This is an optimization exercise on Yosys and OpenROAD, whose aim is small area and a short achievable clock period, not a production implementation.
In this exercise RTL edits were held to simulation tests only and were not proved equivalent to the original.
Power is estimated from default activity; no workload was simulated.

$ cat flow/standard.sh
#!/bin/bash
# synth_recipe.tcl (not shown) runs the flow's synth.tcl, then flattens the netlist and writes it again
# the make line also repeats each setting of config.mk as NAME=value (left out here)
make -C /OpenROAD-flow-scripts/flow DESIGN_CONFIG=/design/flow/config.mk WORK_HOME=/design/flow/orfs CLKGATE_MAP_FILE= SYNTH_SCRIPT=/design/flow/synth_recipe.tcl "${@:-finish}"
$ cat flow/constraint.sdc
create_clock -name core_clock -period 12.0 [get_ports {clk}]
set_input_delay 2.4000 -clock core_clock [delete_from_list [all_inputs] [get_ports {clk}]]
set_output_delay 2.4000 -clock core_clock [all_outputs]
set_load 0.01 [all_outputs]
$ cat flow/flow/run.sh
#!/bin/bash
# The standard layout (the standard.sh, unchanged synthesis and steps), with the
# port buffers that the flow inserts on every input and output made from buf_1 cells,
# and repair_timing asked for more setup slack than the 12 ns clock needs.
# make's output goes to layout.log; each tool's own log is under orfs/logs/.
set -euo pipefail
bash standard.sh 'BUFFER_PORTS_ARGS=-buffer_cell sky130_fd_sc_hd__buf_1' SETUP_SLACK_MARGIN=7.6 TNS_END_PERCENT=5 finish > layout.log 2>&1
$ cat flow/config.mk
export PLATFORM = sky130hd
export DESIGN_NAME = FIR_filter
export DESIGN_NICKNAME = FIR_filter
export VERILOG_FILES = /design/flow/design.v
export SDC_FILE = /design/flow/constraint.sdc
export NUM_CORES = 4
export LEC_CHECK = 0
export CAP_MARGIN = 20
export CORE_MARGIN = 2
export CORE_UTILIZATION = 60
export CTS_BUF_LIST = sky130_fd_sc_hd__clkbuf_4 sky130_fd_sc_hd__clkbuf_8
export CTS_CLUSTER_DIAMETER = 100
export CTS_CLUSTER_SIZE = 40
export PLACE_DENSITY = 0.7
export SLEW_MARGIN = 20
export SYNTH_HIERARCHICAL = 1
export SYNTH_MINIMUM_KEEP_SIZE = 0
$ cat flow/design.v
`timescale 1ns / 1ps
module FIR_filter #(
    parameter  N1   = 8,
    parameter  N2 = 16 ,
    parameter integer N3  = 32
)(
    input  wire                      clk,
    input  wire                      rst,
    input  wire                      enable,
    input  wire signed [N2-1:0]    input_data,
    output  signed [N3-1:0]   sampleT,
   output   signed [N3-1:0] output_data
);
  reg [15:0] s0;
  reg [16:0] u0, u1, u2, u3, u4, u5;
  reg [5:0] ylo;
  reg yc;
  reg [18:0] yhp, yhg;
  wire vs1, vc2;
  fir_fa u_vs1 (.a(u1[0]), .b(u3[0]), .c(~s0[0]), .s(vs1), .co(vc2));
  wire vs3, vc4;
  fir_fa u_vs3 (.a(u1[1]), .b(u3[1]), .c(~s0[1]), .s(vs3), .co(vc4));
  wire vs5, vc6;
  fir_fa u_vs5 (.a(~u5[1]), .b(vc2), .c(vs3), .s(vs5), .co(vc6));
  wire vs7, vc8;
  fir_fa u_vs7 (.a(u1[2]), .b(u3[2]), .c(~s0[2]), .s(vs7), .co(vc8));
  wire vs9, vc10;
  fir_fa u_vs9 (.a(~u5[2]), .b(vc4), .c(vs7), .s(vs9), .co(vc10));
  wire vs11, vc12;
  fir_fa u_vs11 (.a(u1[3]), .b(u3[3]), .c(~s0[3]), .s(vs11), .co(vc12));
  wire vs13, vc14;
  fir_fa u_vs13 (.a(~u5[3]), .b(vc8), .c(vs11), .s(vs13), .co(vc14));
  wire vs15, vc16;
  fir_fa u_vs15 (.a(u1[4]), .b(u3[4]), .c(~s0[4]), .s(vs15), .co(vc16));
  wire vs17, vc18;
  fir_fa u_vs17 (.a(~u5[4]), .b(vc12), .c(vs15), .s(vs17), .co(vc18));
  wire vs19, vc20;
  fir_fa u_vs19 (.a(u1[5]), .b(u3[5]), .c(~s0[5]), .s(vs19), .co(vc20));
  wire vs21, vc22;
  fir_fa u_vs21 (.a(~u5[5]), .b(vc16), .c(vs19), .s(vs21), .co(vc22));
  wire vs23, vc24;
  fir_fa u_vs23 (.a(u1[6]), .b(u3[6]), .c(~s0[6]), .s(vs23), .co(vc24));
  wire vs25, vc26;
  fir_fa u_vs25 (.a(~u5[6]), .b(vc20), .c(vs23), .s(vs25), .co(vc26));
  wire vs27, vc28;
  fir_fa u_vs27 (.a(u1[7]), .b(u3[7]), .c(~s0[7]), .s(vs27), .co(vc28));
  wire vs29, vc30;
  fir_fa u_vs29 (.a(~u5[7]), .b(vc24), .c(vs27), .s(vs29), .co(vc30));
  wire vs31, vc32;
  fir_fa u_vs31 (.a(u1[8]), .b(u3[8]), .c(~s0[8]), .s(vs31), .co(vc32));
  wire vs33, vc34;
  fir_fa u_vs33 (.a(~u5[8]), .b(vc28), .c(vs31), .s(vs33), .co(vc34));
  wire vs35, vc36;
  fir_fa u_vs35 (.a(u1[9]), .b(u3[9]), .c(~s0[9]), .s(vs35), .co(vc36));
  wire vs37, vc38;
  fir_fa u_vs37 (.a(~u5[9]), .b(vc32), .c(vs35), .s(vs37), .co(vc38));
  wire vs39, vc40;
  fir_fa u_vs39 (.a(u1[10]), .b(u3[10]), .c(~s0[10]), .s(vs39), .co(vc40));
  wire vs41, vc42;
  fir_fa u_vs41 (.a(~u5[10]), .b(vc36), .c(vs39), .s(vs41), .co(vc42));
  wire vs43, vc44;
  fir_fa u_vs43 (.a(u1[11]), .b(u3[11]), .c(~s0[11]), .s(vs43), .co(vc44));
  wire vs45, vc46;
  fir_fa u_vs45 (.a(~u5[11]), .b(vc40), .c(vs43), .s(vs45), .co(vc46));
  wire vs47, vc48;
  fir_fa u_vs47 (.a(u1[12]), .b(u3[12]), .c(~s0[12]), .s(vs47), .co(vc48));
  wire vs49, vc50;
  fir_fa u_vs49 (.a(~u5[12]), .b(vc44), .c(vs47), .s(vs49), .co(vc50));
  wire vs51, vc52;
  fir_fa u_vs51 (.a(u1[13]), .b(u3[13]), .c(~s0[13]), .s(vs51), .co(vc52));
  wire vs53, vc54;
  fir_fa u_vs53 (.a(~u5[13]), .b(vc48), .c(vs51), .s(vs53), .co(vc54));
  wire vs55, vc56;
  fir_fa u_vs55 (.a(u1[14]), .b(u3[14]), .c(~s0[14]), .s(vs55), .co(vc56));
  wire vs57, vc58;
  fir_fa u_vs57 (.a(~u5[14]), .b(vc52), .c(vs55), .s(vs57), .co(vc58));
  wire vs59, vc60;
  fir_fa u_vs59 (.a(u1[15]), .b(u3[15]), .c(s0[15]), .s(vs59), .co(vc60));
  wire vs61, vc62;
  fir_fa u_vs61 (.a(~u5[15]), .b(vc56), .c(vs59), .s(vs61), .co(vc62));
  wire vs63, vc64;
  fir_fa u_vs63 (.a(~u1[16]), .b(~u3[16]), .c(u5[16]), .s(vs63), .co(vc64));
  wire vs65, vc66;
  fir_ha u_vs65 (.a(vc60), .b(vs63), .s(vs65), .co(vc66));
  wire qs67 = ~(~u5[0] ^ vs1);
  wire qc68 = ~u5[0] | vs1;
  wire qs69 = ~(qc68 ^ vs5);
  wire qc70 = qc68 | vs5;
  wire qs71 = ~(~u5[0] ^ vs1);
  wire qc72 = ~u5[0] | vs1;
  wire qs73, qc74;
  fir_fa u_qs73 (.a(vc6), .b(vs9), .c(qs71), .s(qs73), .co(qc74));
  wire qs75, qc76;
  fir_fa u_qs75 (.a(qc70), .b(qs73), .c(~input_data[0]), .s(qs75), .co(qc76));
  wire qs77 = ~(vc10 ^ qc72);
  wire qc78 = vc10 | qc72;
  wire qs79, qc80;
  fir_fa u_qs79 (.a(vs5), .b(vs13), .c(qc74), .s(qs79), .co(qc80));
  wire qs81, qc82;
  fir_fa u_qs81 (.a(qs77), .b(qs79), .c(~input_data[1]), .s(qs81), .co(qc82));
  wire qs83, qc84;
  fir_fa u_qs83 (.a(~input_data[3]), .b(qc76), .c(qs81), .s(qs83), .co(qc84));
  wire qs85, qc86;
  fir_fa u_qs85 (.a(u0[0]), .b(u1[0]), .c(u3[0]), .s(qs85), .co(qc86));
  wire qs87, qc88;
  fir_fa u_qs87 (.a(u4[0]), .b(qs85), .c(vc6), .s(qs87), .co(qc88));
  wire qs89, qc90;
  fir_fa u_qs89 (.a(vc14), .b(vs9), .c(vs17), .s(qs89), .co(qc90));
  wire qs91, qc92;
  fir_fa u_qs91 (.a(qc78), .b(qs87), .c(qs89), .s(qs91), .co(qc92));
  wire qs93, qc94;
  fir_fa u_qs93 (.a(qc80), .b(~input_data[2]), .c(~input_data[4]), .s(qs93), .co(qc94));
  wire qs95, qc96;
  fir_fa u_qs95 (.a(qs91), .b(qc82), .c(qs93), .s(qs95), .co(qc96));
  wire qs97, qc98;
  fir_fa u_qs97 (.a(u0[1]), .b(u1[1]), .c(u3[1]), .s(qs97), .co(qc98));
  wire qs99, qc100;
  fir_fa u_qs99 (.a(u4[1]), .b(qc86), .c(qs97), .s(qs99), .co(qc100));
  wire qs101, qc102;
  fir_fa u_qs101 (.a(vc10), .b(vc18), .c(vs13), .s(qs101), .co(qc102));
  wire qs103, qc104;
  fir_fa u_qs103 (.a(vs21), .b(qs99), .c(qc88), .s(qs103), .co(qc104));
  wire qs105, qc106;
  fir_fa u_qs105 (.a(qc90), .b(qs101), .c(qs103), .s(qs105), .co(qc106));
  wire qs107, qc108;
  fir_fa u_qs107 (.a(qc92), .b(~input_data[3]), .c(~input_data[5]), .s(qs107), .co(qc108));
  wire qs109, qc110;
  fir_fa u_qs109 (.a(qs105), .b(qc94), .c(qs107), .s(qs109), .co(qc110));
  wire qs111, qc112;
  fir_fa u_qs111 (.a(u0[2]), .b(u1[2]), .c(u3[2]), .s(qs111), .co(qc112));
  wire qs113, qc114;
  fir_fa u_qs113 (.a(u4[2]), .b(u2[0]), .c(qc98), .s(qs113), .co(qc114));
  wire qs115, qc116;
  fir_fa u_qs115 (.a(qs111), .b(vc14), .c(vc22), .s(qs115), .co(qc116));
  wire qs117, qc118;
  fir_fa u_qs117 (.a(qc100), .b(qs113), .c(vs17), .s(qs117), .co(qc118));
  wire qs119, qc120;
  fir_fa u_qs119 (.a(vs25), .b(qc102), .c(qs115), .s(qs119), .co(qc120));
  wire qs121, qc122;
  fir_fa u_qs121 (.a(qs117), .b(qc104), .c(qs119), .s(qs121), .co(qc122));
  wire qs123, qc124;
  fir_fa u_qs123 (.a(~input_data[4]), .b(~input_data[6]), .c(qc106), .s(qs123), .co(qc124));
  wire qs125, qc126;
  fir_fa u_qs125 (.a(qc108), .b(qs121), .c(qs123), .s(qs125), .co(qc126));
  wire qs127, qc128;
  fir_fa u_qs127 (.a(u0[3]), .b(u1[3]), .c(u3[3]), .s(qs127), .co(qc128));
  wire qs129, qc130;
  fir_fa u_qs129 (.a(u4[3]), .b(u2[1]), .c(qc112), .s(qs129), .co(qc130));
  wire qs131, qc132;
  fir_fa u_qs131 (.a(qs127), .b(qc114), .c(vc18), .s(qs131), .co(qc132));
  wire qs133, qc134;
  fir_fa u_qs133 (.a(vc26), .b(qs129), .c(vs21), .s(qs133), .co(qc134));
  wire qs135, qc136;
  fir_fa u_qs135 (.a(vs29), .b(qc116), .c(qc118), .s(qs135), .co(qc136));
  wire qs137, qc138;
  fir_fa u_qs137 (.a(qs131), .b(qs133), .c(qc120), .s(qs137), .co(qc138));
  wire qs139, qc140;
  fir_fa u_qs139 (.a(qs135), .b(~input_data[5]), .c(~input_data[7]), .s(qs139), .co(qc140));
  wire qs141, qc142;
  fir_fa u_qs141 (.a(qc122), .b(qs137), .c(qs139), .s(qs141), .co(qc142));
  wire qs143, qc144;
  fir_fa u_qs143 (.a(qc124), .b(qs141), .c(qc126), .s(qs143), .co(qc144));
  wire qs145, qc146;
  fir_fa u_qs145 (.a(u0[4]), .b(u1[4]), .c(u3[4]), .s(qs145), .co(qc146));
  wire qs147, qc148;
  fir_fa u_qs147 (.a(u4[4]), .b(u2[2]), .c(qc128), .s(qs147), .co(qc148));
  wire qs149, qc150;
  fir_fa u_qs149 (.a(qs145), .b(qc130), .c(vc22), .s(qs149), .co(qc150));
  wire qs151, qc152;
  fir_fa u_qs151 (.a(vc30), .b(qs147), .c(vs25), .s(qs151), .co(qc152));
  wire qs153, qc154;
  fir_fa u_qs153 (.a(vs33), .b(qc132), .c(qc134), .s(qs153), .co(qc154));
  wire qs155, qc156;
  fir_fa u_qs155 (.a(qs149), .b(qs151), .c(qc136), .s(qs155), .co(qc156));
  wire qs157, qc158;
  fir_fa u_qs157 (.a(qs153), .b(~input_data[6]), .c(~input_data[8]), .s(qs157), .co(qc158));
  wire qs159, qc160;
  fir_fa u_qs159 (.a(qc138), .b(qs155), .c(qc140), .s(qs159), .co(qc160));
  wire qs161, qc162;
  fir_fa u_qs161 (.a(qs157), .b(qc142), .c(qs159), .s(qs161), .co(qc162));
  wire qs163, qc164;
  fir_fa u_qs163 (.a(u0[5]), .b(u1[5]), .c(u3[5]), .s(qs163), .co(qc164));
  wire qs165, qc166;
  fir_fa u_qs165 (.a(u4[5]), .b(u2[3]), .c(qc146), .s(qs165), .co(qc166));
  wire qs167, qc168;
  fir_fa u_qs167 (.a(qs163), .b(qc148), .c(vc26), .s(qs167), .co(qc168));
  wire qs169, qc170;
  fir_fa u_qs169 (.a(vc34), .b(qs165), .c(vs29), .s(qs169), .co(qc170));
  wire qs171, qc172;
  fir_fa u_qs171 (.a(vs37), .b(qc150), .c(qc152), .s(qs171), .co(qc172));
  wire qs173, qc174;
  fir_fa u_qs173 (.a(qs167), .b(qs169), .c(qc154), .s(qs173), .co(qc174));
  wire qs175, qc176;
  fir_fa u_qs175 (.a(qs171), .b(~input_data[7]), .c(~input_data[9]), .s(qs175), .co(qc176));
  wire qs177, qc178;
  fir_fa u_qs177 (.a(qc156), .b(qs173), .c(qc158), .s(qs177), .co(qc178));
  wire qs179, qc180;
  fir_fa u_qs179 (.a(qs175), .b(qc160), .c(qs177), .s(qs179), .co(qc180));
  wire qs181, qc182;
  fir_fa u_qs181 (.a(u0[6]), .b(u1[6]), .c(u3[6]), .s(qs181), .co(qc182));
  wire qs183, qc184;
  fir_fa u_qs183 (.a(u4[6]), .b(u2[4]), .c(qc164), .s(qs183), .co(qc184));
  wire qs185, qc186;
  fir_fa u_qs185 (.a(qs181), .b(qc166), .c(vc30), .s(qs185), .co(qc186));
  wire qs187, qc188;
  fir_fa u_qs187 (.a(vc38), .b(qs183), .c(vs33), .s(qs187), .co(qc188));
  wire qs189, qc190;
  fir_fa u_qs189 (.a(vs41), .b(qc168), .c(qc170), .s(qs189), .co(qc190));
  wire qs191, qc192;
  fir_fa u_qs191 (.a(qs185), .b(qs187), .c(qc172), .s(qs191), .co(qc192));
  wire qs193, qc194;
  fir_fa u_qs193 (.a(qs189), .b(~input_data[8]), .c(~input_data[10]), .s(qs193), .co(qc194));
  wire qs195, qc196;
  fir_fa u_qs195 (.a(qc174), .b(qs191), .c(qc176), .s(qs195), .co(qc196));
  wire qs197, qc198;
  fir_fa u_qs197 (.a(qs193), .b(qc178), .c(qs195), .s(qs197), .co(qc198));
  wire qs199, qc200;
  fir_fa u_qs199 (.a(u0[7]), .b(u1[7]), .c(u3[7]), .s(qs199), .co(qc200));
  wire qs201, qc202;
  fir_fa u_qs201 (.a(u4[7]), .b(u2[5]), .c(qc182), .s(qs201), .co(qc202));
  wire qs203, qc204;
  fir_fa u_qs203 (.a(qs199), .b(qc184), .c(vc34), .s(qs203), .co(qc204));
  wire qs205, qc206;
  fir_fa u_qs205 (.a(vc42), .b(qs201), .c(vs37), .s(qs205), .co(qc206));
  wire qs207, qc208;
  fir_fa u_qs207 (.a(vs45), .b(qc186), .c(qc188), .s(qs207), .co(qc208));
  wire qs209, qc210;
  fir_fa u_qs209 (.a(qs203), .b(qs205), .c(qc190), .s(qs209), .co(qc210));
  wire qs211, qc212;
  fir_fa u_qs211 (.a(qs207), .b(~input_data[9]), .c(~input_data[11]), .s(qs211), .co(qc212));
  wire qs213, qc214;
  fir_fa u_qs213 (.a(qc192), .b(qs209), .c(qc194), .s(qs213), .co(qc214));
  wire qs215, qc216;
  fir_fa u_qs215 (.a(qs211), .b(qc196), .c(qs213), .s(qs215), .co(qc216));
  wire qs217, qc218;
  fir_fa u_qs217 (.a(u0[8]), .b(u1[8]), .c(u3[8]), .s(qs217), .co(qc218));
  wire qs219, qc220;
  fir_fa u_qs219 (.a(u4[8]), .b(u2[6]), .c(qc200), .s(qs219), .co(qc220));
  wire qs221, qc222;
  fir_fa u_qs221 (.a(qs217), .b(qc202), .c(vc38), .s(qs221), .co(qc222));
  wire qs223, qc224;
  fir_fa u_qs223 (.a(vc46), .b(qs219), .c(vs41), .s(qs223), .co(qc224));
  wire qs225, qc226;
  fir_fa u_qs225 (.a(vs49), .b(qc204), .c(qc206), .s(qs225), .co(qc226));
  wire qs227, qc228;
  fir_fa u_qs227 (.a(qs221), .b(qs223), .c(qc208), .s(qs227), .co(qc228));
  wire qs229, qc230;
  fir_fa u_qs229 (.a(qs225), .b(~input_data[10]), .c(~input_data[12]), .s(qs229), .co(qc230));
  wire qs231, qc232;
  fir_fa u_qs231 (.a(qc210), .b(qs227), .c(qc212), .s(qs231), .co(qc232));
  wire qs233, qc234;
  fir_fa u_qs233 (.a(qs229), .b(qc214), .c(qs231), .s(qs233), .co(qc234));
  wire qs235, qc236;
  fir_fa u_qs235 (.a(u0[9]), .b(u1[9]), .c(u3[9]), .s(qs235), .co(qc236));
  wire qs237, qc238;
  fir_fa u_qs237 (.a(u4[9]), .b(u2[7]), .c(qc218), .s(qs237), .co(qc238));
  wire qs239, qc240;
  fir_fa u_qs239 (.a(qs235), .b(qc220), .c(vc42), .s(qs239), .co(qc240));
  wire qs241, qc242;
  fir_fa u_qs241 (.a(vc50), .b(qs237), .c(vs45), .s(qs241), .co(qc242));
  wire qs243, qc244;
  fir_fa u_qs243 (.a(vs53), .b(qc222), .c(qc224), .s(qs243), .co(qc244));
  wire qs245, qc246;
  fir_fa u_qs245 (.a(qs239), .b(qs241), .c(qc226), .s(qs245), .co(qc246));
  wire qs247, qc248;
  fir_fa u_qs247 (.a(qs243), .b(~input_data[11]), .c(~input_data[13]), .s(qs247), .co(qc248));
  wire qs249, qc250;
  fir_fa u_qs249 (.a(qc228), .b(qs245), .c(qc230), .s(qs249), .co(qc250));
  wire qs251, qc252;
  fir_fa u_qs251 (.a(qs247), .b(qc232), .c(qs249), .s(qs251), .co(qc252));
  wire qs253, qc254;
  fir_fa u_qs253 (.a(u0[10]), .b(u1[10]), .c(u3[10]), .s(qs253), .co(qc254));
  wire qs255, qc256;
  fir_fa u_qs255 (.a(u4[10]), .b(u2[8]), .c(qc236), .s(qs255), .co(qc256));
  wire qs257, qc258;
  fir_fa u_qs257 (.a(qs253), .b(qc238), .c(vc46), .s(qs257), .co(qc258));
  wire qs259, qc260;
  fir_fa u_qs259 (.a(vc54), .b(qs255), .c(vs49), .s(qs259), .co(qc260));
  wire qs261, qc262;
  fir_fa u_qs261 (.a(vs57), .b(qc240), .c(qc242), .s(qs261), .co(qc262));
  wire qs263, qc264;
  fir_fa u_qs263 (.a(qs257), .b(qs259), .c(qc244), .s(qs263), .co(qc264));
  wire qs265, qc266;
  fir_fa u_qs265 (.a(qs261), .b(~input_data[12]), .c(~input_data[14]), .s(qs265), .co(qc266));
  wire qs267, qc268;
  fir_fa u_qs267 (.a(qc246), .b(qs263), .c(qc248), .s(qs267), .co(qc268));
  wire qs269, qc270;
  fir_fa u_qs269 (.a(qs265), .b(qc250), .c(qs267), .s(qs269), .co(qc270));
  wire qs271, qc272;
  fir_fa u_qs271 (.a(u0[11]), .b(u1[11]), .c(u3[11]), .s(qs271), .co(qc272));
  wire qs273, qc274;
  fir_fa u_qs273 (.a(u4[11]), .b(u2[9]), .c(qc254), .s(qs273), .co(qc274));
  wire qs275, qc276;
  fir_fa u_qs275 (.a(qs271), .b(qc256), .c(vc50), .s(qs275), .co(qc276));
  wire qs277, qc278;
  fir_fa u_qs277 (.a(vc58), .b(qs273), .c(vs53), .s(qs277), .co(qc278));
  wire qs279, qc280;
  fir_fa u_qs279 (.a(vs61), .b(qc258), .c(qc260), .s(qs279), .co(qc280));
  wire qs281, qc282;
  fir_fa u_qs281 (.a(qs275), .b(qs277), .c(qc262), .s(qs281), .co(qc282));
  wire qs283, qc284;
  fir_fa u_qs283 (.a(qs279), .b(~input_data[13]), .c(input_data[15]), .s(qs283), .co(qc284));
  wire qs285, qc286;
  fir_fa u_qs285 (.a(qc264), .b(qs281), .c(qc266), .s(qs285), .co(qc286));
  wire qs287, qc288;
  fir_fa u_qs287 (.a(qs283), .b(qc268), .c(qs285), .s(qs287), .co(qc288));
  wire qs289, qc290;
  fir_fa u_qs289 (.a(u0[12]), .b(u1[12]), .c(u3[12]), .s(qs289), .co(qc290));
  wire qs291, qc292;
  fir_fa u_qs291 (.a(u4[12]), .b(u2[10]), .c(qc272), .s(qs291), .co(qc292));
  wire qs293, qc294;
  fir_fa u_qs293 (.a(qs289), .b(vs65), .c(qc274), .s(qs293), .co(qc294));
  wire qs295, qc296;
  fir_fa u_qs295 (.a(vc54), .b(vc62), .c(qs291), .s(qs295), .co(qc296));
  wire qs297, qc298;
  fir_fa u_qs297 (.a(vs57), .b(qc276), .c(qs293), .s(qs297), .co(qc298));
  wire qs299, qc300;
  fir_fa u_qs299 (.a(qc278), .b(qs295), .c(qs297), .s(qs299), .co(qc300));
  wire qs301, qc302;
  fir_fa u_qs301 (.a(qc280), .b(~input_data[14]), .c(qc282), .s(qs301), .co(qc302));
  wire qs303, qc304;
  fir_fa u_qs303 (.a(qs299), .b(qc284), .c(qs301), .s(qs303), .co(qc304));
  wire qs305, qc306;
  fir_fa u_qs305 (.a(qc286), .b(qs303), .c(qc288), .s(qs305), .co(qc306));
  wire qs307, qc308;
  fir_fa u_qs307 (.a(u0[13]), .b(u1[13]), .c(u3[13]), .s(qs307), .co(qc308));
  wire qs309, qc310;
  fir_fa u_qs309 (.a(u4[13]), .b(u2[11]), .c(vc64), .s(qs309), .co(qc310));
  wire qs311, qc312;
  fir_fa u_qs311 (.a(qc290), .b(qs307), .c(vc66), .s(qs311), .co(qc312));
  wire qs313, qc314;
  fir_fa u_qs313 (.a(qc292), .b(vc58), .c(qs309), .s(qs313), .co(qc314));
  wire qs315, qc316;
  fir_fa u_qs315 (.a(vs61), .b(qs311), .c(qc294), .s(qs315), .co(qc316));
  wire qs317, qc318;
  fir_fa u_qs317 (.a(qc296), .b(qs313), .c(qc298), .s(qs317), .co(qc318));
  wire qs319, qc320;
  fir_fa u_qs319 (.a(qs315), .b(input_data[15]), .c(qc300), .s(qs319), .co(qc320));
  wire qs321, qc322;
  fir_fa u_qs321 (.a(qs317), .b(qc302), .c(qs319), .s(qs321), .co(qc322));
  wire qs323, qc324;
  fir_ha u_qs323 (.a(qc304), .b(qs321), .s(qs323), .co(qc324));
  wire qs325, qc326;
  fir_fa u_qs325 (.a(u0[14]), .b(u1[14]), .c(u3[14]), .s(qs325), .co(qc326));
  wire qs327 = ~(u4[14] ^ u2[12]);
  wire qc328 = u4[14] | u2[12];
  wire qs329, qc330;
  fir_fa u_qs329 (.a(qc308), .b(qs325), .c(qs327), .s(qs329), .co(qc330));
  wire qs331, qc332;
  fir_fa u_qs331 (.a(vs65), .b(qc310), .c(vc62), .s(qs331), .co(qc332));
  wire qs333, qc334;
  fir_fa u_qs333 (.a(qs329), .b(qc312), .c(qc314), .s(qs333), .co(qc334));
  wire qs335, qc336;
  fir_fa u_qs335 (.a(qs331), .b(qc316), .c(qs333), .s(qs335), .co(qc336));
  wire qs337, qc338;
  fir_fa u_qs337 (.a(qc318), .b(qs335), .c(qc320), .s(qs337), .co(qc338));
  wire qs339, qc340;
  fir_fa u_qs339 (.a(qc322), .b(qs337), .c(qc324), .s(qs339), .co(qc340));
  wire qs341, qc342;
  fir_fa u_qs341 (.a(u0[15]), .b(u1[15]), .c(u3[15]), .s(qs341), .co(qc342));
  wire qs343 = ~(u4[15] ^ u2[13]);
  wire qc344 = u4[15] | u2[13];
  wire qs345, qc346;
  fir_fa u_qs345 (.a(vc64), .b(qc326), .c(qc328), .s(qs345), .co(qc346));
  wire qs347, qc348;
  fir_fa u_qs347 (.a(qs341), .b(qs343), .c(vc66), .s(qs347), .co(qc348));
  wire qs349, qc350;
  fir_fa u_qs349 (.a(qc330), .b(qs345), .c(qs347), .s(qs349), .co(qc350));
  wire qs351, qc352;
  fir_fa u_qs351 (.a(qc332), .b(qs349), .c(qc334), .s(qs351), .co(qc352));
  wire qs353, qc354;
  fir_fa u_qs353 (.a(qc336), .b(qs351), .c(qc338), .s(qs353), .co(qc354));
  wire qs355, qc356;
  fir_fa u_qs355 (.a(~u0[16]), .b(~u1[16]), .c(~u3[16]), .s(qs355), .co(qc356));
  wire qs357, qc358;
  fir_fa u_qs357 (.a(~u4[16]), .b(u2[14]), .c(qc342), .s(qs357), .co(qc358));
  wire qs359, qc360;
  fir_fa u_qs359 (.a(qc344), .b(qs355), .c(qc346), .s(qs359), .co(qc360));
  wire qs361, qc362;
  fir_fa u_qs361 (.a(qs357), .b(qc348), .c(qs359), .s(qs361), .co(qc362));
  wire qs363, qc364;
  fir_fa u_qs363 (.a(qc350), .b(qs361), .c(qc352), .s(qs363), .co(qc364));
  wire qs365 = ~(u2[15] ^ qc356);
  wire qc366 = u2[15] | qc356;
  wire qs367, qc368;
  fir_fa u_qs367 (.a(qc358), .b(qs365), .c(qc360), .s(qs367), .co(qc368));
  wire qs369, qc370;
  fir_ha u_qs369 (.a(qc362), .b(qs367), .s(qs369), .co(qc370));
  wire qs371 = ~(~u2[16] ^ qc366);
  wire qc372 = ~u2[16] | qc366;
  wire qs373, qc374;
  fir_fa u_qs373 (.a(qs371), .b(qc368), .c(qc370), .s(qs373), .co(qc374));
  wire [6:0] qa = {1'b0, qc96, qc84, qs83, ~input_data[2], qs69, qs67};
  wire [6:0] qb = {1'b0, qs109, qs95, 1'b0, qs75, ~input_data[1], ~input_data[0]};
  wire [6:0] ylo_next_p = qa ^ qb;
  wire [6:0] ylo_next_g = qa & qb;
  wire [5:0] ylo_next_c;
  fir_pfx_ylo_next u_pfx_ylo_next (.p(ylo_next_p[5:0]), .g(ylo_next_g[5:0]), .c(ylo_next_c));
  wire [6:0] ylo_next = ylo_next_p ^ {ylo_next_c, 1'b0};
  wire [18:0] yha_next = {1'b1, qc372, qs373, qs369, qs363, qs353, qs339, qs323, qs305, qc270, qc252, qc234, qc216, qc198, qc180, qc162, qs161, qs143, qc110};
  wire [18:0] yhb_next = {1'b0, qc374, 1'b0, qc364, qc354, qc340, 1'b0, qc306, 1'b0, qs287, qs269, qs251, qs233, qs215, qs197, qs179, qc144, 1'b0, qs125};
  wire [18:0] yhp_next = yha_next ^ yhb_next;
  wire [18:0] yhg_next = yha_next & yhb_next;
  wire [16:0] ui_a = {input_data[15], input_data};
  wire [16:0] ui_b = {s0[15], s0};
  wire [16:0] u_in_p = ui_a ^ ui_b;
  wire [16:0] u_in_g = ui_a & ui_b;
  wire [15:0] u_in_c;
  fir_pfx_u_in u_pfx_u_in (.p(u_in_p[15:0]), .g(u_in_g[15:0]), .c(u_in_c));
  wire [16:0] u_in = u_in_p ^ {u_in_c, 1'b0};
  wire [19:0] yo_p = {yhp, 1'b0};
  wire [19:0] yo_g = {yhg, yc};
  wire [18:0] yo_c;
  fir_pfx_yo u_pfx_yo (.p(yo_p[18:0]), .g(yo_g[18:0]), .c(yo_c));
  wire [19:0] yo = yo_p ^ {yo_c, 1'b0};
  wire yo_sgn0;
  fir_xor u_yo_sgn0 (.a(yo_p[19]), .b(yo_c[18]), .y(yo_sgn0));
  wire yo_sgn1;
  fir_xor u_yo_sgn1 (.a(yo_p[19]), .b(yo_c[18]), .y(yo_sgn1));
  wire yo_sgn2;
  fir_xor u_yo_sgn2 (.a(yo_p[19]), .b(yo_c[18]), .y(yo_sgn2));
  wire yo_sgn3;
  fir_xor u_yo_sgn3 (.a(yo_p[19]), .b(yo_c[18]), .y(yo_sgn3));
  wire [24:0] y = {yo[19:1], ylo};
  wire [7:0] ysign = {{2{yo_sgn3}}, {2{yo_sgn2}}, {2{yo_sgn1}}, {2{yo_sgn0}}};
  always @(posedge clk) begin
    if (rst) begin
      s0 <= 16'd0;
      u0 <= 17'd0; u1 <= 17'd0; u2 <= 17'd0; u3 <= 17'd0; u4 <= 17'd0; u5 <= 17'd0;
      ylo <= 6'd0; yc <= 1'b0; yhp <= 19'd0; yhg <= 19'd0;
    end else if (enable) begin
      ylo <= ylo_next[5:0]; yc <= ylo_next[6]; yhp <= yhp_next; yhg <= yhg_next;
      s0 <= input_data;
      u0 <= u_in; u1 <= u0; u2 <= u1; u3 <= u2; u4 <= u3; u5 <= u4;
    end
  end
  assign output_data = {ysign, y[23:0]};
  assign sampleT = {{16{s0[15]}}, s0};
endmodule
module fir_fa (input wire a, input wire b, input wire c, output wire s, output wire co);
  assign s = a ^ b ^ c;
  assign co = (a & b) | (a & c) | (b & c);
endmodule
module fir_ha (input wire a, input wire b, output wire s, output wire co);
  assign s = a ^ b;
  assign co = a & b;
endmodule
module fir_xor (input wire a, input wire b, output wire y);
  assign y = a ^ b;
endmodule
module fir_pfx_ylo_next (input wire [5:0] p, input wire [5:0] g, output wire [5:0] c);
  wire G1 = g[1] | (p[1] & g[0]);
  wire P2 = p[1] & p[0];
  wire G3 = g[3] | (p[3] & g[2]);
  wire P4 = p[3] & p[2];
  wire G5 = g[5] | (p[5] & g[4]);
  wire P6 = p[5] & p[4];
  wire G7 = g[2] | (p[2] & G1);
  wire P8 = p[2] & P2;
  wire G9 = G3 | (P4 & G1);
  wire P10 = P4 & P2;
  wire G11 = g[4] | (p[4] & G9);
  wire P12 = p[4] & P10;
  wire G13 = G5 | (P6 & G9);
  wire P14 = P6 & P10;
  assign c = {G13, G11, G9, G7, G1, g[0]};
endmodule
module fir_pfx_yo (input wire [18:0] p, input wire [18:0] g, output wire [18:0] c);
  wire G1 = g[1] | (p[1] & g[0]);
  wire P2 = p[1] & p[0];
  wire G3 = g[2] | (p[2] & g[1]);
  wire P4 = p[2] & p[1];
  wire G5 = g[3] | (p[3] & g[2]);
  wire P6 = p[3] & p[2];
  wire G7 = g[4] | (p[4] & g[3]);
  wire P8 = p[4] & p[3];
  wire G9 = g[5] | (p[5] & g[4]);
  wire P10 = p[5] & p[4];
  wire G11 = g[6] | (p[6] & g[5]);
  wire P12 = p[6] & p[5];
  wire G13 = g[7] | (p[7] & g[6]);
  wire P14 = p[7] & p[6];
  wire G15 = g[8] | (p[8] & g[7]);
  wire P16 = p[8] & p[7];
  wire G17 = g[9] | (p[9] & g[8]);
  wire P18 = p[9] & p[8];
  wire G19 = g[10] | (p[10] & g[9]);
  wire P20 = p[10] & p[9];
  wire G21 = g[11] | (p[11] & g[10]);
  wire P22 = p[11] & p[10];
  wire G23 = g[12] | (p[12] & g[11]);
  wire P24 = p[12] & p[11];
  wire G25 = g[13] | (p[13] & g[12]);
  wire P26 = p[13] & p[12];
  wire G27 = g[14] | (p[14] & g[13]);
  wire P28 = p[14] & p[13];
  wire G29 = g[15] | (p[15] & g[14]);
  wire P30 = p[15] & p[14];
  wire G31 = g[16] | (p[16] & g[15]);
  wire P32 = p[16] & p[15];
  wire G33 = g[17] | (p[17] & g[16]);
  wire P34 = p[17] & p[16];
  wire G35 = g[18] | (p[18] & g[17]);
  wire P36 = p[18] & p[17];
  wire G37 = G3 | (P4 & g[0]);
  wire P38 = P4 & p[0];
  wire G39 = G5 | (P6 & G1);
  wire P40 = P6 & P2;
  wire G41 = G7 | (P8 & G3);
  wire P42 = P8 & P4;
  wire G43 = G9 | (P10 & G5);
  wire P44 = P10 & P6;
  wire G45 = G11 | (P12 & G7);
  wire P46 = P12 & P8;
  wire G47 = G13 | (P14 & G9);
  wire P48 = P14 & P10;
  wire G49 = G15 | (P16 & G11);
  wire P50 = P16 & P12;
  wire G51 = G17 | (P18 & G13);
  wire P52 = P18 & P14;
  wire G53 = G19 | (P20 & G15);
  wire P54 = P20 & P16;
  wire G55 = G21 | (P22 & G17);
  wire P56 = P22 & P18;
  wire G57 = G23 | (P24 & G19);
  wire P58 = P24 & P20;
  wire G59 = G25 | (P26 & G21);
  wire P60 = P26 & P22;
  wire G61 = G27 | (P28 & G23);
  wire P62 = P28 & P24;
  wire G63 = G29 | (P30 & G25);
  wire P64 = P30 & P26;
  wire G65 = G31 | (P32 & G27);
  wire P66 = P32 & P28;
  wire G67 = G33 | (P34 & G29);
  wire P68 = P34 & P30;
  wire G69 = G35 | (P36 & G31);
  wire P70 = P36 & P32;
  wire G71 = G41 | (P42 & g[0]);
  wire P72 = P42 & p[0];
  wire G73 = G43 | (P44 & G1);
  wire P74 = P44 & P2;
  wire G75 = G45 | (P46 & G37);
  wire P76 = P46 & P38;
  wire G77 = G47 | (P48 & G39);
  wire P78 = P48 & P40;
  wire G79 = G49 | (P50 & G41);
  wire P80 = P50 & P42;
  wire G81 = G51 | (P52 & G43);
  wire P82 = P52 & P44;
  wire G83 = G53 | (P54 & G45);
  wire P84 = P54 & P46;
  wire G85 = G55 | (P56 & G47);
  wire P86 = P56 & P48;
  wire G87 = G57 | (P58 & G49);
  wire P88 = P58 & P50;
  wire G89 = G59 | (P60 & G51);
  wire P90 = P60 & P52;
  wire G91 = G61 | (P62 & G53);
  wire P92 = P62 & P54;
  wire G93 = G63 | (P64 & G55);
  wire P94 = P64 & P56;
  wire G95 = G65 | (P66 & G57);
  wire P96 = P66 & P58;
  wire G97 = G67 | (P68 & G59);
  wire P98 = P68 & P60;
  wire G99 = G69 | (P70 & G61);
  wire P100 = P70 & P62;
  wire G101 = G79 | (P80 & g[0]);
  wire P102 = P80 & p[0];
  wire G103 = G81 | (P82 & G1);
  wire P104 = P82 & P2;
  wire G105 = G83 | (P84 & G37);
  wire P106 = P84 & P38;
  wire G107 = G85 | (P86 & G39);
  wire P108 = P86 & P40;
  wire G109 = G87 | (P88 & G71);
  wire P110 = P88 & P72;
  wire G111 = G89 | (P90 & G73);
  wire P112 = P90 & P74;
  wire G113 = G91 | (P92 & G75);
  wire P114 = P92 & P76;
  wire G115 = G93 | (P94 & G77);
  wire P116 = P94 & P78;
  wire G117 = G95 | (P96 & G79);
  wire P118 = P96 & P80;
  wire G119 = G97 | (P98 & G81);
  wire P120 = P98 & P82;
  wire G121 = G99 | (P100 & G83);
  wire P122 = P100 & P84;
  wire G123 = G117 | (P118 & g[0]);
  wire P124 = P118 & p[0];
  wire G125 = G119 | (P120 & G1);
  wire P126 = P120 & P2;
  wire G127 = G121 | (P122 & G37);
  wire P128 = P122 & P38;
  assign c = {G127, G125, G123, G115, G113, G111, G109, G107, G105, G103, G101, G77, G75, G73, G71, G39, G37, G1, g[0]};
endmodule
module fir_pfx_u_in (input wire [15:0] p, input wire [15:0] g, output wire [15:0] c);
  wire G1 = g[1] | (p[1] & g[0]);
  wire P2 = p[1] & p[0];
  wire G3 = g[3] | (p[3] & g[2]);
  wire P4 = p[3] & p[2];
  wire G5 = g[5] | (p[5] & g[4]);
  wire P6 = p[5] & p[4];
  wire G7 = g[7] | (p[7] & g[6]);
  wire P8 = p[7] & p[6];
  wire G9 = g[9] | (p[9] & g[8]);
  wire P10 = p[9] & p[8];
  wire G11 = g[11] | (p[11] & g[10]);
  wire P12 = p[11] & p[10];
  wire G13 = g[13] | (p[13] & g[12]);
  wire P14 = p[13] & p[12];
  wire G15 = g[15] | (p[15] & g[14]);
  wire P16 = p[15] & p[14];
  wire G17 = G3 | (P4 & G1);
  wire P18 = P4 & P2;
  wire G19 = G7 | (P8 & G5);
  wire P20 = P8 & P6;
  wire G21 = G11 | (P12 & G9);
  wire P22 = P12 & P10;
  wire G23 = G15 | (P16 & G13);
  wire P24 = P16 & P14;
  wire G25 = G19 | (P20 & G17);
  wire P26 = P20 & P18;
  wire G27 = G23 | (P24 & G21);
  wire P28 = P24 & P22;
  wire G29 = G27 | (P28 & G25);
  wire P30 = P28 & P26;
  wire G31 = G21 | (P22 & G25);
  wire P32 = P22 & P26;
  wire G33 = G5 | (P6 & G17);
  wire P34 = P6 & P18;
  wire G35 = G9 | (P10 & G25);
  wire P36 = P10 & P26;
  wire G37 = G13 | (P14 & G31);
  wire P38 = P14 & P32;
  wire G39 = g[2] | (p[2] & G1);
  wire P40 = p[2] & P2;
  wire G41 = g[4] | (p[4] & G17);
  wire P42 = p[4] & P18;
  wire G43 = g[6] | (p[6] & G33);
  wire P44 = p[6] & P34;
  wire G45 = g[8] | (p[8] & G25);
  wire P46 = p[8] & P26;
  wire G47 = g[10] | (p[10] & G35);
  wire P48 = p[10] & P36;
  wire G49 = g[12] | (p[12] & G31);
  wire P50 = p[12] & P32;
  wire G51 = g[14] | (p[14] & G37);
  wire P52 = p[14] & P38;
  assign c = {G29, G51, G37, G49, G31, G47, G35, G45, G25, G43, G33, G41, G17, G39, G1, g[0]};
endmodule
==> results of run 1 <==
-- per-stage QoR --
stage               hold slack, ns  power (µW)  area (µm²)  setup WS (ns)  std cells
detailed placement           0.480        1900       11400           7.03       1242
finish                       0.491        2330       12100           7.39       1282
floorplan                    0.460        1650       11600           7.51       1027
global route                 0.504        2580       12100           7.24       1282
global placement             0.474        1850       11400           7.05       1242
CTS                          0.491        2360       12000           7.34       1277
-- per-module statistics from Yosys (local to each module, per instance) --
module / cells / flip-flops and latches / times used
fir_ha: 1 / 0 / 3
fir_pfx_ylo_next: 18 / 0 / 1
fir_pfx_yo: 78 / 0 / 1
fir_xor: 1 / 0 / 4
fir_pfx_u_in: 51 / 0 / 1
FIR_filter: 688 / 158 / 1
fir_fa: 1 / 0 / 176
-- area by class of cell --
| class | instances | share of cell area |
|---|---|---|
| Inverter | 74 | 0.0240 |
| Sequential cell | 158 | 0.264 |
| Multi-Input combinational cell | 692 | 0.617 |
| Tap cell | 234 | 0.0242 |
| Timing Repair Buffer | 94 | 0.0372 |
| Clock inverter | 9 | 0.0112 |
| Clock buffer | 21 | 0.0229 |
-- metal layers --
| layer | GRT usage | vias up |
|---|---|---|
| met5 | 0 | - |
| met4 | 0.0537 | 0 |
| met3 | 0.0421 | 20 |
| met2 | 0.419 | 73 |
| met1 | 0.265 | 3362 |
| li1 | - | 3271 |
-- logic make-up after synthesis --
logic type	Yosys count
AND/OR/NAND/NOR	195
flip-flops	158
other	1
adder cells (fa/ha/maj)	221
multiplexers	136
buffers and inverters	177
XOR/XNOR	43
AO/OA/AOI/OAI	87
-- cell usage after synthesis (2+ instances only) --
cell type / count
sky130_fd_sc_hd__nor3_1: 3
sky130_fd_sc_hd__xnor2_1: 21
sky130_fd_sc_hd__buf_2: 10
sky130_fd_sc_hd__nand2b_1: 2
sky130_fd_sc_hd__dfxtp_1: 158
sky130_fd_sc_hd__a31o_2: 2
sky130_fd_sc_hd__o21bai_1: 2
sky130_fd_sc_hd__or2_2: 2
sky130_fd_sc_hd__nand3_1: 2
sky130_fd_sc_hd__mux2i_1: 136
sky130_fd_sc_hd__nor2_1: 167
sky130_fd_sc_hd__clkbuf_1: 10
sky130_fd_sc_hd__nand4_1: 2
sky130_fd_sc_hd__a41o_1: 2
sky130_fd_sc_hd__a21oi_2: 4
sky130_fd_sc_hd__buf_8: 10
sky130_fd_sc_hd__o21ai_0: 8
sky130_fd_sc_hd__a21oi_1: 6
sky130_fd_sc_hd__nand2_1: 7
sky130_fd_sc_hd__a31oi_1: 2
sky130_fd_sc_hd__inv_1: 73
sky130_fd_sc_hd__buf_4: 71
sky130_fd_sc_hd__and4_1: 2
sky130_fd_sc_hd__ha_1: 45
sky130_fd_sc_hd__a21o_1: 25
sky130_fd_sc_hd__fa_1: 176
sky130_fd_sc_hd__xor2_1: 22
sky130_fd_sc_hd__a221o_1: 2
sky130_fd_sc_hd__a211oi_1: 23
sky130_fd_sc_hd__and3_1: 4
-- report_power, final --
part / internal (µW) / switching, µW
clock network: 220 / 203
logic: 618 / 642
registers: 582 / 61.6
-- final timing paths --
kind	endpoint	slack (ns)
hold / removal	ylo[3]	0.49
setup reg to reg	yhp[13]	7.41
hold reg to reg	ylo[3]	0.49
setup / recovery	output_data[20]	7.39
-- flip-flops by register name (all words and copies together), names as in the netlist --
register / cells
yhp: 19
u0: 17
u1: 17
u2: 17
u3: 17
u4: 17
u5: 17
s0: 16
yhg: 14
ylo: 6
yc: 1
-- critical path, cell delays in order (launching register included) --
cell and delay [ns]:
sky130_fd_sc_hd__dfxtp_1 0.36, sky130_fd_sc_hd__nor2_1 0.20, sky130_fd_sc_hd__o211ai_4 0.13, sky130_fd_sc_hd__a41o_1 0.28
sky130_fd_sc_hd__a21o_1 0.23, sky130_fd_sc_hd__a211o_1 0.27, sky130_fd_sc_hd__xor2_1 0.14, sky130_fd_sc_hd__buf_2 0.15
-- timing repair --
action | 4_1_cts | 5_1_grt
pin swaps | 14 | 18
endpoints found under the setup margin | 34 | 50
setup buffers | 5 | 4
gates resized for setup | 30 | 28
==> results.txt, run 1 <==
CTS:
- TritonCTS built the clock tree.
- The total clock sinks is 158.
- The number of CTS-inserted buffers is 17.
- In this run the deepest clock path goes through 2 buffers.
- The maximum level of the CTS H-tree is 4.
- For the worst-skew pair, the clock arrives at the later sink with an insertion delay of between 0.4 and 0.5 ns.
- The tree is rooted in a sky130_fd_sc_hd__clkbuf_8.
- The post-cts hold buffer count is 0.
- Clock-pin slew was measured on the worst setup and hold paths at ~0.08 ns.

Worst setup path:
- The startpoint identified for the worst register-to-register timing path is s0[12].
- The worst endpoint required time is 9.60 ns.
- STA classifies the critical path endpoint as an output pin.
- The arrival time of data at the critical path endpoint is around 2.2 ns.
- The critical path is of the flip-flop to output pin type.
- The startpoint type of the worst setup path is a flip-flop.
- Of all nets on the critical path, the largest fanout is 5.
- The length in cells of the worst reg-to-reg path is 14.
- The critical path starts at yhg[4].

Timing:
- The fraction of the cycle the final worst path needs is 0.384.
- The number of pins with negative max-slew slack in the final report is 0.
- The fmax is around 0.22 GHz.
- The post-route clock skew is around 0.019 ns.
- The actual transition at the worst max-transition pin is ~1.0 ns.
- The count of final hold-check violations is 0.
- In the final timing run, aggregate negative setup slack is 0 ns.
- Measured against its own limit, the worst slew margin works out to 0.318.
- Setup repair after global routing could not meet its margin everywhere.
- The final critical path time including I/O delays and setup is around 4.6 ns.
- Setup violations remaining at the end of the flow were counted as 0.

Route:
- In the detailed route, the total length drawn on met2 is 11900 µm.
- The post-detailed-route via-to-cell ratio is approximately 5.2.
- The final wirelength is approximately 21000 µm.
- The detail route stage leaves a number of antenna-violating nets equal to 0.
- The highest metal layer with signal wires is met4.
- The number of detailed-routing iterations run before antenna repair is 4.
- The routed length on met1 is roughly 8400 µm.
- The wire length per cell after detailed routing is around 16 µm.
- The detailed router placed around 6700 vias in this run.
- Detailed routing placed a total of 493 µm of wire on met3.
- The first routing iteration left around 240 violations.
- The DRC violation count after routing is 0.

Layout:
- The multi-input gate area in the final layout is about 7500 µm².
- The post-layout utilization of the core is 0.645.
- After filler insertion, the fill cell instance count of the layout stands at between 1500 and 2000.
- Compared with the post-synthesis result, the final layout area differs by 5.23%.
- After the last flow step, the layout net total stands at 1277.
- The layout cell share with drive strength beyond 1 is 0.113.
- Summing all flip-flop and latch instances after layout gives ~3200 µm².
- Leaving out fill and tap cells, the most frequent cells in the layout are sky130_fd_sc_hd__nor2_1 (166), sky130_fd_sc_hd__fa_1 (162), sky130_fd_sc_hd__dfxtp_1 (140), sky130_fd_sc_hd__mux2i_1 (136), sky130_fd_sc_hd__buf_1 (70).
- The number of antenna diodes in the final layout is 0.
- Leaving out fill and tap cells, the most frequent cell in the layout is sky130_fd_sc_hd__nor2_1.

Synthesis:
- The post-synthesis cell count is 1018.
- By area, the combinational part of the netlist is dominated by adder cells.
- The number of flops mapped to enable cells by yosys is 0.
- The post-synth design cell area is 11500 µm².
- The async set or reset register ratio after synthesis is 0.
- The portion of synthesized area spent on multiplexers is 0.118.
- Of the total synthesized cell area, the portion taken by full adders, half adders and majority gates is 0.355.
- The share of synthesized area occupied by flip-flops and latches is 0.275.
- The number of warning messages in the yosys log is 7.
- In this run, distinct cell masters in the synthesized netlist total 49.
- Of the total synthesized cell area, the portion taken by XOR and XNOR cells is 0.0328.
- The most instantiated flip-flop cell in the synthesis netlist is sky130_fd_sc_hd__dfxtp_1.
- The simple logic cell fraction of the synthesized area is 0.0686.
- After synthesis the netlist holds a flip-flop and latch count of between 150 and 200.
- The fraction of the mapped netlist area in compound gates was 0.0569.
- The mean post-synth cell area is approximately 11 µm².
- The cell type with the highest aggregate area in the netlist is sky130_fd_sc_hd__fa_1.
- Yosys attributes the largest share of cell area to sky130_fd_sc_hd__fa_1 (31%), sky130_fd_sc_hd__dfxtp_1 (28%), sky130_fd_sc_hd__mux2i_1 (12%).
- The share of Yosys cell area claimed by the top area cell type is 0.306.

Floorplan:
- The area enclosed by the die boundary is ~20000 µm².
- The x dimension of the die is 142 µm.
- The I/O pin count is 83.
- The initialized floorplan defines 50 standard-cell rows.
- The die is 142 µm tall.
- The core outline area is 18800 µm².
- The initial utilization of the core area, before any placement, comes to 0.613.

Placement:
- The last weighted congestion value of the routability-driven placer is around 0.81.
- The number of buffer cells added on primary ports is between 80 and 90.
- The sum of net half-perimeters after detailed placement is between 15000 and 20000 µm.

Outcome:
- The flow ran to the end and the layout has no timing, DRC or antenna violations.

Global route:
- The wire length of the first global-routing pass is 34800 µm.
- For this run, the total global-route usage over all layers was measured as 0.223.
- The number of global-route vias before repair came to approximately 7000.
- Entering global routing, the biggest net connects between 150 and 200 pins.
- The initial antenna violation count is 0.
- The total overflow left after global routing is 0.

Worst hold path:
- The worst hold path passes through 2 cells.
- The worst hold path startpoint is ylo[3].
- The path class of the lowest-slack min-delay path is flip-flop to flip-flop.

Power and ir drop:
- The cell leakage power is 0.00551 µW.
- The areal power density over the cells is slightly below 200 nW/µm².
- The highest ir drop seen on vdd is ~110 µV.

Job:
- Max-cap violations in this run came to 0.
==> run 2, diff against run 1 <==
--- a/flow/config.mk
+++ b/flow/config.mk
@@ -9,7 +9,7 @@
 export CORE_MARGIN = 2
-export CORE_UTILIZATION = 60
-export CTS_BUF_LIST = sky130_fd_sc_hd__clkbuf_4 sky130_fd_sc_hd__clkbuf_8
+export CORE_UTILIZATION = 75
+export CTS_BUF_LIST = sky130_fd_sc_hd__clkbuf_8
 export CTS_CLUSTER_DIAMETER = 100
 export CTS_CLUSTER_SIZE = 40
-export PLACE_DENSITY = 0.7
+export PLACE_DENSITY = 0.8
 export SLEW_MARGIN = 20
==> results.txt, run 2 <==
Layout:
- The antenna diode count is 0.
- Summing all flip-flop and latch instances after layout gives about 3200 µm².
- The top cell types in the final layout, fill and taps aside, are sky130_fd_sc_hd__nor2_1 (166), sky130_fd_sc_hd__fa_1 (164), sky130_fd_sc_hd__dfxtp_1 (137), sky130_fd_sc_hd__mux2i_1 (136), sky130_fd_sc_hd__inv_1 (73).
- The multi-input gate area in the final layout is 7430 µm².
- The layout cell share with drive strength beyond 1 is 0.103.
- The final layout net count is between 1000 and 1500.
- The register with the most flip-flops is yhp.
- Compared with the post-synthesis result, the final layout area differs by 3.69%.
- The most common library cell in the layout ignoring fill and taps is sky130_fd_sc_hd__nor2_1.
- The count of filler cells inserted in the layout is ~990.
- The number of flip-flops in the largest register is 19.

Worst setup path:
- The sort of element at the end of the critical path is an output pin.
- The number of buffers and inverters on the critical path is 1.
- The arrival time of data at the critical path endpoint is about 2.2 ns.
- For the worst flop-to-flop path, the logic depth is 12.
- The critical path crosses 7 cells after its start point.
- The worst setup path is launched from a flip-flop.
- The critical-path cell with the highest stage delay is sky130_fd_sc_hd__dfxtp_4.
- The kind of cell with the highest combined delay on the critical path is compound AO/OA/AOI/OAI gates.
- The worst setup path is of the flip-flop to output pin kind.
- The worst register-to-register path ends at yhp[2].
- The worst endpoint required time is 9.60 ns.
- The slack of the worst reg-to-reg path is 7.40 ns.
- Of all nets on the critical path, the largest fanout is 4.
- The launching point of the worst reg2reg path is s0[1].
- Traced cell by cell, the critical path runs through a21oi_4 > o211ai_2 > a41o_1 > a21o_1 > a211o_1 > xor2_1 > buf_2.
- The largest stage delay on the critical path is between 0.3 and 0.4 ns.

Route:
- The final wirelength is 21300 µm.
- Dividing the detail-routed wire length by the instance count gives ~17 µm.
- The number of vias after detailed routing is around 7000.
- In the routed layout, each cell is associated on average with a via count of around 5.6.
- In the routed design, unresolved DRC markers number 0.
- For this run, the detailed router's first-pass iteration total came to 4.
- The DRC violation total after the first TritonRoute iteration is 313.
- The number of nets with antenna violations after detailed routing is 0.

Power and ir drop:
- The fraction of power spent switching nets is 0.394.
- In this run the power spent charging and discharging nets is around 910 µW.
- IR analysis of the VDD net gives a maximum drop of between 100 and 150 µV.
- The fraction of power consumed by the clock network is 0.166.
- In this run the static leakage power is between 0.005 and 0.006 µW.
- Of the total power, combinational logic draws 0.554.
- Summing internal, switching and leakage power gives approximately 2300 µW.
- The areal power density over the cells is roughly 190 nW/µm².
- The internal portion of total power is between 1000 and 1500 µW.
- Of the total power, registers draw 0.280.

Timing:
- The final critical path time including I/O delays and setup is 4.61 ns.
- Static timing analysis puts the maximum clock frequency at 0.217 GHz.
- Setup repair after global routing could not meet its margin everywhere.
- The actual transition at the worst max-transition pin is between 0.9 and 1 ns.
- The count of final hold-check violations was 0.
- The number of pins with negative max-slew slack in the final report is 0.
- The total negative slack is 0 ns.
- After layout, the worst setup slack is 7.39 ns.
- In the finished design, the share of the clock period the worst path needs comes to 0.384.
- Setup violations remaining at the end of the flow were counted as 0.
- The clock arrives with around 0.012 ns of skew.
- The headroom to the max-slew limit is 0.365.

Synthesis:
- The cell type with the highest aggregate area in the netlist is sky130_fd_sc_hd__fa_1.
- The async set or reset register ratio after synthesis is 0.
- Synthesis inferred around 160 register bits.
- Synthesis produced just over 1000 cells.
- After synthesis, the cell types taking the most area are sky130_fd_sc_hd__fa_1 (31%), sky130_fd_sc_hd__dfxtp_1 (28%), sky130_fd_sc_hd__mux2i_1 (12%).
- Of the post-synthesis cell area, the dominant cell type holds 0.306.
- The most common cell in the netlist is sky130_fd_sc_hd__fa_1.
- The synthesized netlist occupies a cell area of between 10000 and 15000 µm².
- The Yosys step of the flow raised 7 warnings.
- The share of synthesized area occupied by flip-flops and latches is 0.275.
- The mean post-synth cell area is approximately 11 µm².
- Counting instances in the post-synthesis netlist gives the leading cell types as sky130_fd_sc_hd__fa_1 (176), sky130_fd_sc_hd__nor2_1 (167), sky130_fd_sc_hd__dfxtp_1 (158).
- The most instantiated flip-flop cell in the synthesis netlist is sky130_fd_sc_hd__dfxtp_1.
- In this run, distinct cell masters in the synthesized netlist total roughly 50.
- Counting flops with a built-in enable in the synthesized netlist gives 0.

Placement:
- Buffers placed on the I/O ports in this run total 82.
- Detailed placement ended at an HPWL of 16500 µm.
- The worst setup slack after placement is 6.58 ns.
- The last weighted congestion value of the routability-driven placer is 0.833.

Job:
- Across the run, the number of max-cap violations was 0.

Global route:
- The overall overflow remaining after global route is 0.
- The number of global-route vias before repair is slightly above 7000.
- The largest net degree at the start of global routing is 94.
- The first global-routing pass estimated between 30000 and 40000 µm of wire.
- The all-layer global routing usage is 0.279.
- The initial antenna violation count came to 0.

Outcome:
- The flow ran to the end and the layout has no timing, DRC or antenna violations.

Floorplan:
- The starting density of the core is 0.762.
- The die covers 16300 µm².
- The number of placement rows is 45.
- The I/O pin count is 83.
- The x dimension of the die is 128 µm.
- The core outline area is about 15000 µm².
- The floorplan die height is roughly 130 µm.

CTS:
- The post-cts hold buffer count is 0.
- The buffer cell driving the clock tree root is sky130_fd_sc_hd__clkbuf_8.
- The buffer levels on the longest clock path is 2.
- The CTS tree is built.
- The later pin in the worst-skew pair is clocked with a latency of ~0.46 ns.
- Buffers inserted during clock tree synthesis total 17.
- The total clock sinks is 158.
- The clock-pin slew of the registers on the worst-case setup and hold paths is ~0.08 ns.
- The maximum level of the CTS H-tree is 4.

Worst hold path:
- The path class of the lowest-slack min-delay path is flip-flop to flip-flop.
- Counting instances, the worst hold path has a depth of 2.
- The startpoint identified for the worst hold timing path is ylo[1].
- The path with the worst hold slack has its endpoint at ylo[1].
-- run 2: timing repair --
| item | CTS | global route |
|---|---|---|
| buffers inserted | 2 | 4 |
| gates resized for setup | 43 | 17 |
| setup endpoints to repair | 81 | 94 |
| pin swaps | 17 | 8 |
| endpoints found under the hold margin | 0 | 0 |
-- run 2: metrics by stage --
stage | cells | utilization | cell area, µm² | hold slack (ns)
2_1_floorplan | 1027 | - | 11600 | 0.460
5_1_grt | 1232 | 0.790 | 11900 | 0.513
6_report | 1232 | 0.790 | 11900 | 0.491
4_1_cts | 1228 | 0.784 | 11800 | 0.491
3_5_place_dp | 1197 | 0.754 | 11400 | 0.480
3_3_place_gp | 1197 | 0.754 | 11400 | 0.472
-- run 2: cell families after synthesis --
logic type | count (synthesis) | synth area share
compound gates | 87 | 0.0569
xor+xnor | 43 | 0.0328
fa+ha+maj | 221 | 0.355
buf+inv | 177 | 0.0925
flops | 158 | 0.275
mux | 136 | 0.118
other cells | 1 | 0.000326
simple gates | 195 | 0.0686
-- run 2: worst max-delay path by stage --
stage                   startpoint              end  slack (ns)
global route                    yc  output_data[20]        7.26
finish                          yc  output_data[20]        7.39
CTS                         u3[16]          yhp[13]        7.38
floorplan           input_data[14]          yhp[11]        7.51
global placement            enable            u2[8]        6.68
detailed placement          enable            u0[8]        6.58
-- run 2: area by class of cell --
class | count | share of cell area
clock buffer | 19 | 0.0219
inverter | 74 | 0.0243
sequential | 158 | 0.268
timing repair buffer | 91 | 0.0341
clock inverter | 10 | 0.00840
multi-input combinational | 692 | 0.623
tap | 188 | 0.0197
-- run 2: routing by layer --
metal  track usage  up-vias  wire, µm
met3        0.0568       37       425
met5             0        -         0
met2         0.507       85     11800
li1              -     3282         -
met1         0.323     3451      8370
met4         0.113        0       669
-- run 2: power groups by stage --
stage	Sequential, µW	Combinational, µW	Clock (µW)
3_5_place_dp	649	1260	0
3_3_place_gp	649	1220	0
4_1_cts	641	1280	391
5_1_grt	652	1460	415
6_report	643	1280	382
2_1_floorplan	637	1010	0
-- run 2: worst register-to-register path, stage by stage (launching register included) --
cell                      delay [ns]
sky130_fd_sc_hd__dfxtp_1        0.39
sky130_fd_sc_hd__inv_1          0.10
sky130_fd_sc_hd__fa_1           0.48
sky130_fd_sc_hd__fa_1           0.46
sky130_fd_sc_hd__fa_1           0.42
sky130_fd_sc_hd__fa_1           0.46
sky130_fd_sc_hd__fa_1           0.40
sky130_fd_sc_hd__fa_1           0.46
sky130_fd_sc_hd__fa_1           0.40
sky130_fd_sc_hd__fa_1           0.39
sky130_fd_sc_hd__ha_1           0.31
sky130_fd_sc_hd__mux2i_1        0.15
sky130_fd_sc_hd__nor2_1         0.05
-- run 2: modules after synthesis (local to each module, per instance) --
module	flip-flops and latches	cell area [µm²]
FIR_filter	158	6890
fir_pfx_yo	0	522
fir_pfx_u_in	0	357
fir_pfx_ylo_next	0	133
fir_fa	0	20.0
fir_ha	0	12.5
fir_xor	0	8.76
==> run 3, diff against run 2 <==
--- a/flow/flow/run.sh
+++ b/flow/flow/run.sh
@@ -6,2 +6,2 @@
 set -euo pipefail
-bash standard.sh 'BUFFER_PORTS_ARGS=-buffer_cell sky130_fd_sc_hd__buf_1' SETUP_SLACK_MARGIN=7.6 TNS_END_PERCENT=5 finish > layout.log 2>&1
+bash standard.sh 'BUFFER_PORTS_ARGS=-buffer_cell sky130_fd_sc_hd__buf_1' SETUP_SLACK_MARGIN=7.9 TNS_END_PERCENT=2 finish > layout.log 2>&1
==> results.txt, run 3 <==
Timing:
- Between clock sinks in the finished design, the worst skew comes to 0.0125 ns.
- The count of final hold-check violations is 0.
- Dividing the final minimum period by the clock period gives 0.384.
- Timing would allow up to 0.217 GHz.
- The number of setup violations in the final report is 0.
- The worst path in the final design needs a cycle of about 4.6 ns, including I/O delays and setup.
- The actual transition at the worst max-transition pin is around 0.93 ns.
- In the final timing run, aggregate negative setup slack is 0 ns.
- The headroom to the max-slew limit is 0.379.
- The worst hold slack after final layout is roughly 0.5 ns.
- The setup slack of the critical path after layout is approximately 7.4 ns.
- Setup repair after global routing could not meet its margin everywhere.
- The number of pins with negative max-slew slack in the final report is 0.

Synthesis:
- The async set or reset register ratio after synthesis is 0.
- In this run, distinct cell masters in the synthesized netlist total between 40 and 50.
- The share of synthesized area occupied by flip-flops and latches is 0.275.
- The largest total area in the synthesized netlist belongs to sky130_fd_sc_hd__fa_1.
- A synthesized cell averages 11.3 µm².
- The post-synthesis register bit count is between 150 and 200.
- In the synthesized netlist the dominant register cell turns out to be sky130_fd_sc_hd__dfxtp_1.
- The number of warning messages in the yosys log is 7.
- Sorting the synthesized cells by how often they occur yields sky130_fd_sc_hd__fa_1 (176), sky130_fd_sc_hd__nor2_1 (167), sky130_fd_sc_hd__dfxtp_1 (158).
- Yosys attributes the largest share of cell area to sky130_fd_sc_hd__fa_1 (31%), sky130_fd_sc_hd__dfxtp_1 (28%), sky130_fd_sc_hd__mux2i_1 (12%).
- The share of Yosys cell area claimed by the top area cell type is 0.306.
- The post-synthesis cell count is between 1000 and 1500.

Layout:
- The most common library cell in the layout ignoring fill and taps is sky130_fd_sc_hd__nor2_1.
- The register with the most flip-flops in the layout has 19 of them.
- With fillers left out, the area of the finished cells amounts to approximately 12000 µm².
- In the final layout, the share of cells above drive strength 1 is 0.103.
- Counting the fill cells in the layout gives ~1000.
- The register with the most flip-flops is yhp.

Power and ir drop:
- The areal power density over the cells is between 150 and 200 nW/µm².

CTS:
- The buffer levels on the longest clock path is 2.
- The number of CTS-inserted buffers is 17.
- The clock-pin slew of the registers on the worst-case setup and hold paths is around 0.08 ns.
- The clock insertion delay at the later pin of the skew report is ~0.46 ns.
- In this run, post-CTS hold repair placed 0 buffers.
- The buffer cell driving the clock tree root is sky130_fd_sc_hd__clkbuf_8.

Worst setup path:
- The setup path with the least slack is of type flip-flop to output pin.
- The worst-path maximum fanout is 4.
- The sort of element at the end of the critical path is an output pin.
- For the worst flop-to-flop path, the logic depth is 12.
- In this run the critical register-to-register path is launched from s0[1].
- For the worst setup path, the data required time is around 9.6 ns.
- For the worst setup path, the data arrival time is ~2.2 ns.
- The end of the worst register-to-register path is yhp[2].

Floorplan:
- The area enclosed by the die boundary is approximately 16000 µm².
- The number of placement rows is 45.
- The floorplan step set the die height to roughly 130 µm.
- The starting density of the core is 0.762.
- During I/O placement, the number of pins put on the boundary was 83.
- The core outline area is around 15000 µm².

Route:
- The count of nets left with antenna violations once routing finished came out at 0.
- The number of detailed-routing iterations run before antenna repair is 4.
- The DRC violation total after the first TritonRoute iteration is 311.
- The final layout contains routed wiring with a total length of ~21000 µm.

Outcome:
- The run finished with no timing, DRC or antenna violations.

Placement:
- The last weighted congestion value of the routability-driven placer is between 0.8 and 0.9.
- The worst setup slack after placement is between 6 and 7 ns.
- The wire-length estimate of the detail-placed layout is 16500 µm.
- In this run the tool buffered the top-level ports with approximately 80 buffer cells.

Global route:
- Summed over all layers, the global routing overflow is 0.
- The initial antenna violation count is 0.
- The met1 routing resource usage after global routing is 0.324.
- Entering global routing, the biggest net connects 94 pins.
- The first global-routing pass estimated between 30000 and 40000 µm of wire.
- The number of global-route vias before repair is about 7200.
- The all-layer global routing usage is 0.279.

Worst hold path:
- The worst min-delay path endpoint is ylo[4].
- The tightest min-delay check is of the flip-flop to flip-flop type.

Job:
- The number of max-cap violations is 0.
-- run 3: cell types whose count changed in the layout (fill, tap and decap cells not counted) --
cell	before	now
sky130_fd_sc_hd__buf_12	0	1
sky130_fd_sc_hd__buf_4	8	7
sky130_fd_sc_hd__buf_8	1	0
sky130_fd_sc_hd__clkbuf_8	19	20
-- run 3: cell type report --
class	instances	area, µm²	area share
Multi-Input combinational cell	692	7430	0.623
Sequential cell	158	3200	0.268
Timing Repair Buffer	91	418	0.0350
Inverter	74	290	0.0243
Clock buffer	19	262	0.0219
Tap cell	188	235	0.0197
Clock inverter	10	100	0.00839
-- run 3: worst max path at each step --
stage	endpoint	start	slack (ns)
detailed placement	u0[8]	enable	6.58
finish	output_data[20]	yc	7.39
floorplan	yhp[11]	input_data[14]	7.51
global placement	u2[8]	enable	6.68
global route	output_data[20]	yc	7.26
CTS	yhp[13]	u3[16]	7.39
-- run 3: per-module statistics from Yosys, one instance, submodules excluded --
module            cell area (µm²)  flops+latches
FIR_filter                   6890            158
fir_pfx_yo                    522              0
fir_pfx_u_in                  357              0
fir_pfx_ylo_next              133              0
fir_fa                       20.0              0
fir_ha                       12.5              0
fir_xor                      8.76              0
-- run 3: through the flow --
| stage | instances | utilization |
|---|---|---|
| 5_1_grt | 1232 | 0.791 |
| 6_report | 1232 | 0.791 |
| 2_1_floorplan | 1027 | - |
| 4_1_cts | 1228 | 0.786 |
| 3_5_place_dp | 1197 | 0.754 |
| 3_3_place_gp | 1197 | 0.754 |
-- run 3: metal layers --
layer	up-vias	wire [µm]
met5	-	0
met4	0	663
met3	33	424
met2	93	11800
met1	3468	8350
li1	3289	-
-- run 3: what timing repair did --
item | 4_1_cts | 5_1_grt
buffers inserted | 2 | 4
pin swaps | 17 | 8
hold endpoints to repair | 0 | 0
endpoints found under the setup margin | 103 | 57
resized for setup | 47 | 13
-- run 3: worst max-delay path, cell delays in order, from the launching register on --
cell and delay, ns:
sky130_fd_sc_hd__dfxtp_4 0.36, sky130_fd_sc_hd__a21oi_4 0.17, sky130_fd_sc_hd__o211ai_2 0.15, sky130_fd_sc_hd__a41o_1 0.30
sky130_fd_sc_hd__a21o_1 0.20, sky130_fd_sc_hd__a211o_1 0.27, sky130_fd_sc_hd__xor2_1 0.14, sky130_fd_sc_hd__buf_2 0.15
-- run 3: cells by family after synthesis --
group                      Yosys count  synth area share
other                                1          0.000326
buffers and inverters              177            0.0925
AOI/OAI and AO/OA                   87            0.0569
DFF                                158             0.275
adders and majority gates          221             0.355
xor gates and xnor gates            43            0.0328
muxes                              136             0.118
and+or+nand+nor                    195            0.0686
-- run 3: where the power goes --
| part | switching, µW | internal, µW |
|---|---|---|
| Sequential | 60.3 | 583 |
| Clock | 193 | 189 |
| Combinational | 654 | 622 |
| Total | 907 | 1390 |

[static timing again, ports no longer ideal]
In the flow no input, the clock included, has a driving cell. The finished layouts below were timed again as built, in two steps.
Step 1 assumes that a clkbuf_16 drives the clock port and a buf_2 every other input.
Step 2 adds t to the input delays and takes it off the output delays; t is the mean of the earliest and latest rising clock arrival at the registers after step 1. Input paths then give back, and output paths get back, about the clock's delay inside the block.
Three values: ideal ports, drivers, drivers and shift; two values: the first two.
| run | shift t [ns] | slack for setup (ns) | worst setup path at the end | latest minus earliest clock arrival (ns) | worst slew at a driven data input, ns |
|---|---|---|---|---|---|
| run 1 | 0.499 | 7.392 / 7.351 / 7.032 | input to register | 0.020 / 0.019 | 0.03 |
| run 2 | 0.491 | 7.394 / 7.358 / 7.000 | input to register | 0.013 / 0.012 | 0.03 |
| run 3 | 0.492 | 7.394 / 7.358 / 7.006 | input to register | 0.012 / 0.012 | 0.04 |
After both steps every run listed still meets setup and hold. For run 2, which loses most, drivers alone change the setup slack by -0.036 ns; drivers and shift together by -0.394 ns.
